What follows belongs to an exercise in optimizing a design on an open flow for small area and a short achievable clock period; a production flow would make more cautious choices.
The RTL was checked by simulation tests, not by an equivalence proof against the original design.
No activity file was given, so power comes from the tool's default toggle rates.

## red
## rbFIFO
module rbFIFO(clock,rst,dataIn,push,pop,dataOut,full,empty);
==> flow/config.mk <==
export PLATFORM = sky130hd
export DESIGN_NAME = rbFIFO
export DESIGN_NICKNAME = rbFIFO
export VERILOG_FILES = /design/flow/design.v
export SDC_FILE = /design/flow/constraint.sdc
export NUM_CORES = 4
export LEC_CHECK = 0
export ABC_CLOCK_PERIOD_IN_PS = 2500
export CAP_MARGIN = 20
export CORE_MARGIN = 2
export CORE_UTILIZATION = 65
export SETUP_SLACK_MARGIN = 3.0
export SLEW_MARGIN = 20
==> flow/constraint.sdc <==
create_clock -name core_clock -period 5.5 [get_ports {clock}]
set_input_delay 1.1000 -clock core_clock [delete_from_list [all_inputs] [get_ports {clock}]]
set_output_delay 1.1000 -clock core_clock [all_outputs]
set_load 0.01 [all_outputs]
run.sh (not shown) runs the stock make flow with config.mk's settings and CLKGATE_MAP_FILE= SYNTH_SCRIPT=/design/flow/synth_recipe.tcl, a recipe that flattens the netlist after the stock synthesis.
Setup changes, red to blue
- SETUP_SLACK_MARGIN: 3.0 -> unset
- ABC_CLOCK_PERIOD_IN_PS: 2500 -> unset
- CORE_UTILIZATION: 65 -> 40
--- outcome ---
For red, the end of the critical path was dout[25]$_DFFE_PP_, unlike blue, where it was dout[30]$_DFFE_PP_.
Compared with red, blue shows a higher layout clock buffer count.
The final cycle utilization of the critical path reported for blue is greater than that of red by 18 points.
Via count of the first global-routing pass, blue vs red: down by a few percent
The slew at the pin closest to its max-slew limit number comes out lower for blue vs red.
blue has final critical-path required period above what red had.
#### Input delta (green over blue)
- ABC_CLOCK_PERIOD_IN_PS: unset -> 2500
- SETUP_SLACK_MARGIN: unset -> 3.0
--- outcome ---
blue finished every stage and its layout cleared the timing, design-rule and antenna checks. green was carried through to the last stage, and its layout satisfied the timing, design-rule and antenna checks. Between green and blue, it is green whose register-to-register setup slack is higher, by 0.88 ns. Diff blue -> green: via count has increased; layout inverter count without the clock tree has increased; number of antenna violations at the first check in global routing has increased; layout overhead on the synthesized area has increased; count of multi-input combinational gates has increased. blue → green: final worst slack has increased; max-slew violation total from the final report has remained practically unchanged; met3 routed wirelength has increased. The lower proportion of power drawn by combinational gates came out of blue.

========
Another version of the RTL of rbFIFO (not shown whole).
Size: about 2100 flip-flops, ~130 I/O pins, ~0.073 mm² of cells after synthesis.
clock: 5.5 ns
lec_check: 0
cap_margin: 20
core_margin: 2
core_utilization: 65
setup_slack_margin: 3.1
slew_margin: 20
synth_hierarchical: 1
synth_minimum_keep_size: 0
The first run went through all stages and came out clean.
==> next run, changes <==
Settings changed: CTS_CLUSTER_DIAMETER from default to 100, CTS_CLUSTER_SIZE from default to 30.
Wire length shrinks by 1.3%.
Clock skew grows by 0.0089 ns.
Die area stays the same.
Critical path depth grows by 1.
Via count shrinks by about 2.1%.
Design area shrinks by about 4.6%.
Register-to-register slack stays flat.
Global-route usage shrinks by 0.86 points.
Total power shrinks by 18%.
Synthesized area does not change.

========
rbFIFO, a different RTL version from the one above (not shown whole).
For scale: ~2,100 flip-flops, about 74,000 µm² of cells after synthesis.
Design rbFIFO, start of the top module:
module rbFIFO(clock,rst,dataIn,push,pop,dataOut,full,empty);
    input         clock;
    input         rst;
    input  [63:0] dataIn;
    input         push;
    input         pop;
    output [63:0] dataOut;
    output        full;
    output        empty;
    reg    [63:0] mem [1:31];
    reg    [63:0] dout;
    reg     [4:0] rt;         
    reg     [4:0] rh;         
    reg    [31:1] rsel;       
    reg    [31:1] wsel;       
    reg           full;
    reg           empty;
    reg           ram_empty;  
    reg           afull;      
    function [4:0] inc;
        input [4:0] s;
        inc = {s[3:0], s[4] ^ s[2]};
    endfunction
    wire ram_one = (inc(rh) == rt);          
    wire ram_29  = (inc(inc(rt)) == rh);     
    reg [31:1] hcur, hnxt, tcur, tnxt;       
    integer i;
    always @* begin
        for (i = 1; i < 32; i = i + 1) begin
            hcur[i]      = (rh == i);
            hnxt[inc(i)] = (rh == i);
            tcur[i]      = (rt == i);
            tnxt[inc(i)] = (rt == i);
        end
    end
    wire push_eff = push & ~full;
    wire pop_eff  = pop & ~empty & ~push_eff;
    wire tadv     = push_eff & ~empty;       
    wire hadv     = pop_eff & ~ram_empty;    
    wire full_n      = ~rst & (push_eff ? afull : (~pop_eff & full));
    wire empty_n     = rst | (~push_eff & (pop_eff ? ram_empty : empty));
    wire ram_empty_n = rst | (push_eff ? empty : (pop_eff ? (ram_empty | ram_one) : ram_empty));
  ...
make LEC_CHECK=0 CAP_MARGIN=20 CORE_MARGIN=2 CORE_UTILIZATION=65 CTS_BUF_LIST='sky130_fd_sc_hd__clkbuf_8 sky130_fd_sc_hd__clkbuf_16' CTS_CLUSTER_DIAMETER=80 CTS_CLUSTER_SIZE=24 SETUP_SLACK_MARGIN=3.3 SLEW_MARGIN=20 SYNTH_HIERARCHICAL=1 SYNTH_MINIMUM_KEEP_SIZE=0 finish   # period 5.5 ns
The first run completed without violations.
Change:
Settings changed: CTS_BUF_LIST sky130_fd_sc_hd__clkbuf_8 sky130_fd_sc_hd__clkbuf_16 to not set, CTS_CLUSTER_DIAMETER 80 to 90, CTS_CLUSTER_SIZE 24 to 28.
Non-clock buffer count falls by 8. Die area does not change. Via count falls by 0.86%. Setup slack gets worse by 3.7 ps. Count of clock-buffer cells in the layout rises by 50. Combinational power barely changes. Core utilization falls by 0.40 points. Synthesized area is unchanged.
Change:
Settings changed: CTS_CLUSTER_DIAMETER 90 to 80, CTS_CLUSTER_SIZE 28 to 24.
What happened: The changed run completed with no timing, DRC or antenna violations; cell count went up slightly; via count went up slightly; sequential share of layout area went down by 0.37 points; core utilization went up by 0.36 points.
Change:
Settings changed: CORE_UTILIZATION 65 to 72, SETUP_SLACK_MARGIN 3.3 to 3.15.
The changed run finished clean. Area after synthesis stays the same. Wire length fell by a little under a tenth. Clock skew climbs by 5.0 ps. Maximum frequency fell by a few percent. Non-clock buffer count drops by 86. Worst setup slack gets worse by 110 ps. Final area decreases by a few percent.

========
## before
The RTL this note starts from:
==> flow/design.v <==
module rbFIFO(clock,rst,dataIn,push,pop,dataOut,full,empty);
    input         clock;
    input         rst;
    input  [63:0] dataIn;
    input         push;
    input         pop;
    output [63:0] dataOut;
    output        full;
    output        empty;
    reg    [63:0] mem [1:31];
    reg    [63:0] dout;
    reg     [4:0] rt;         
    reg     [4:0] rh;         
    reg    [31:1] rsel;       
    reg    [31:1] wsel;       
    reg           full;
    reg           empty;
    reg           ram_empty;  
    reg           afull;      
    function [4:0] inc;
        input [4:0] s;
        inc = {s[3:0], s[4] ^ s[2]};
    endfunction
    wire ram_one = (inc(rh) == rt);          
    wire ram_29  = (inc(inc(rt)) == rh);     
    reg [31:1] hcur, hnxt, tcur, tnxt;       
    integer i;
    always @* begin
        for (i = 1; i < 32; i = i + 1) begin
            hcur[i]      = (rh == i);
            hnxt[inc(i)] = (rh == i);
            tcur[i]      = (rt == i);
            tnxt[inc(i)] = (rt == i);
        end
    end
    wire push_eff = push & ~full;
    wire pop_eff  = pop & ~empty & ~push_eff;
    wire tadv     = push_eff & ~empty;       
    wire hadv     = pop_eff & ~ram_empty;    
    wire load     = empty | hadv;            
    wire full_n      = ~rst & (push_eff ? afull : (~pop_eff & full));
    wire empty_n     = rst | (~push_eff & (pop_eff ? ram_empty : empty));
    wire ram_empty_n = rst | (push_eff ? empty : (pop_eff ? (ram_empty | ram_one) : ram_empty));
    wire afull_n     = ~rst & (push_eff ? ram_29 : (pop_eff ? full : afull));
    always @(posedge clock) begin
        full      <= full_n;
        empty     <= empty_n;
        ram_empty <= ram_empty_n;
        afull     <= afull_n;
        if (rst) begin
            rt <= 5'd1;
            rh <= 5'd1;
        end else begin
            if (tadv) rt <= inc(rt);
            if (hadv) rh <= inc(rh);
        end
        rsel <= (hadv ? hnxt : hcur) & {31{~ram_empty_n}};
        if (rst)
            wsel <= 31'd1;
        else
            wsel <= (tadv ? tnxt : tcur) & {31{~full_n}};
    end
    always @(posedge clock) begin
        for (i = 1; i < 32; i = i + 1)
            if (wsel[i]) mem[i] <= dataIn;
    end
    wire [63:0] wd [0:31];
    wire [31:0] sd;
    genvar g, b;
    generate
        for (g = 1; g < 32; g = g + 1) begin : gw
            assign wd[g-1] = mem[g];
            assign sd[g-1] = rsel[g];
        end
    endgenerate
    assign wd[31] = dataIn;
    assign sd[31] = ram_empty;
    wire [63:0] rdata;
    wire [63:0] dout_n;
    generate
        for (b = 0; b < 64; b = b + 1) begin : gb
            wire [10:0] n;
            for (g = 0; g < 10; g = g + 1) begin : gs
                rbfifo_aoi222 u (.a0(wd[3*g][b]), .s0(sd[3*g]),
                                 .a1(wd[3*g+1][b]), .s1(sd[3*g+1]),
                                 .a2(wd[3*g+2][b]), .s2(sd[3*g+2]),
                                 .y(n[g]));
            end
            rbfifo_aoi22 u10 (.a0(wd[30][b]), .s0(sd[30]),
                              .a1(wd[31][b]), .s1(sd[31]), .y(n[10]));
            assign rdata[b] = ~&n;
            rbfifo_mux2 um (.a(dout[b]), .b(rdata[b]), .s(load), .y(dout_n[b]));
        end
    endgenerate
    always @(posedge clock)
        dout <= dout_n;
    assign dataOut = dout;
endmodule
module rbfifo_aoi222(a0, s0, a1, s1, a2, s2, y);
    input  a0, s0, a1, s1, a2, s2;
    output y;
    assign y = ~((a0 & s0) | (a1 & s1) | (a2 & s2));
endmodule
module rbfifo_aoi22(a0, s0, a1, s1, y);
    input  a0, s0, a1, s1;
    output y;
    assign y = ~((a0 & s0) | (a1 & s1));
endmodule
module rbfifo_mux2(a, b, s, y);
    input  a, b, s;
    output y;
    assign y = s ? b : a;
endmodule
==> flow/config.mk <==
export PLATFORM = sky130hd
export DESIGN_NAME = rbFIFO
export DESIGN_NICKNAME = rbFIFO
export VERILOG_FILES = /design/flow/design.v
export SDC_FILE = /design/flow/constraint.sdc
export NUM_CORES = 4
export LEC_CHECK = 0
export CAP_MARGIN = 20
export CORE_MARGIN = 2
export CORE_UTILIZATION = 65
export CTS_CLUSTER_DIAMETER = 100
export CTS_CLUSTER_SIZE = 30
export SETUP_SLACK_MARGIN = 3.1
export SLEW_MARGIN = 20
export SYNTH_HIERARCHICAL = 1
export SYNTH_MINIMUM_KEEP_SIZE = 0
==> flow/constraint.sdc <==
create_clock -name core_clock -period 5.5 [get_ports {clock}]
set_input_delay 1.1000 -clock core_clock [delete_from_list [all_inputs] [get_ports {clock}]]
set_output_delay 1.1000 -clock core_clock [all_outputs]
set_load 0.01 [all_outputs]
before finished every stage and its layout cleared the timing, design-rule and antenna checks.
## Diff of input files: after against before
Settings: CTS_CLUSTER_DIAMETER changed from 100 to 80; CTS_CLUSTER_SIZE changed from 30 to 24; SETUP_SLACK_MARGIN changed from 3.1 to 3.15.
--- outcome ---
- after consumes more power than before does.
- before → after: total internal power up 0.73 mW; number of enable-type register cells in the synthesized netlist flat; number of resized instances in the post-cts repair step up 48; count of clock-buffer cells in the layout up 35; flip-flop and latch area flat.
- Cmp after vs before: source-to-sink clock delay at the later pin of the worst-skew pair higher in after
- Taking before as the reference, in after biggest fanout along the worst timing path went down by 15, setup slack after layout went up, non-clock buffer count decreased 2.
- Design area: after > before
- Timing endpoint of the critical path: dout[6] -> before, dataOut[0] -> after

-- what the ideal ports hide --
No port has a modelled driver above. Below, the same layouts with a new extraction and two added sets of constraints.
Step 1 assumes that a clkbuf_16 drives the clock port and a buf_2 every other input.
Step 2, shift: input delay + t, output delay - t, t = (earliest + latest rising clock arrival at the registers) / 2. This alone moves slack from input paths to output paths.
Three values: ideal ports, drivers, drivers and shift; two values: the first two.
run | shift t [ns] | setup WS [ns] | worst hold slack (ns) | worst slew at a driven data input, ns
red | 0.903 | 2.721 / 2.697 / 2.484 | 0.582 / 0.582 / 0.582 | 0.16
blue | 0.901 | 1.741 / 1.741 / 1.728 | 0.624 / 0.624 / 0.624 | 0.16
green | 0.932 | 2.617 / 2.617 / 2.508 | 0.557 / 0.557 / 0.557 | 0.16
the first run of note 2 | 0.861 | 3.024 / 2.999 / 2.290 | 0.478 / 0.478 / 0.478 | 0.13
the second run of note 2 | 0.775 | 2.988 / 3.021 / 2.270 | 0.485 / 0.485 / 0.485 | 0.13
the first run of note 3 | 0.793 | 3.155 / 3.073 / 2.670 | 0.496 / 0.496 / 0.496 | 0.15
the second run of note 3 | 0.782 | 3.152 / 3.069 / 2.574 | 0.498 / 0.498 / 0.498 | 0.16
the third run of note 3 | 0.796 | 3.154 / 3.072 / 2.677 | 0.496 / 0.496 / 0.496 | 0.15
the fourth run of note 3 | 0.806 | 3.040 / 3.040 / 2.452 | 0.483 / 0.483 / 0.483 | 0.12
before | 0.786 | 3.117 / 3.065 / 2.385 | 0.488 / 0.488 / 0.488 | 0.13
after | 0.803 | 3.134 / 3.054 / 2.397 | 0.484 / 0.484 / 0.484 | 0.13
After both steps every run listed still meets setup and hold. The setup slack of after, which loses most, moves by -0.080 ns with the drivers and by -0.737 ns with both steps.
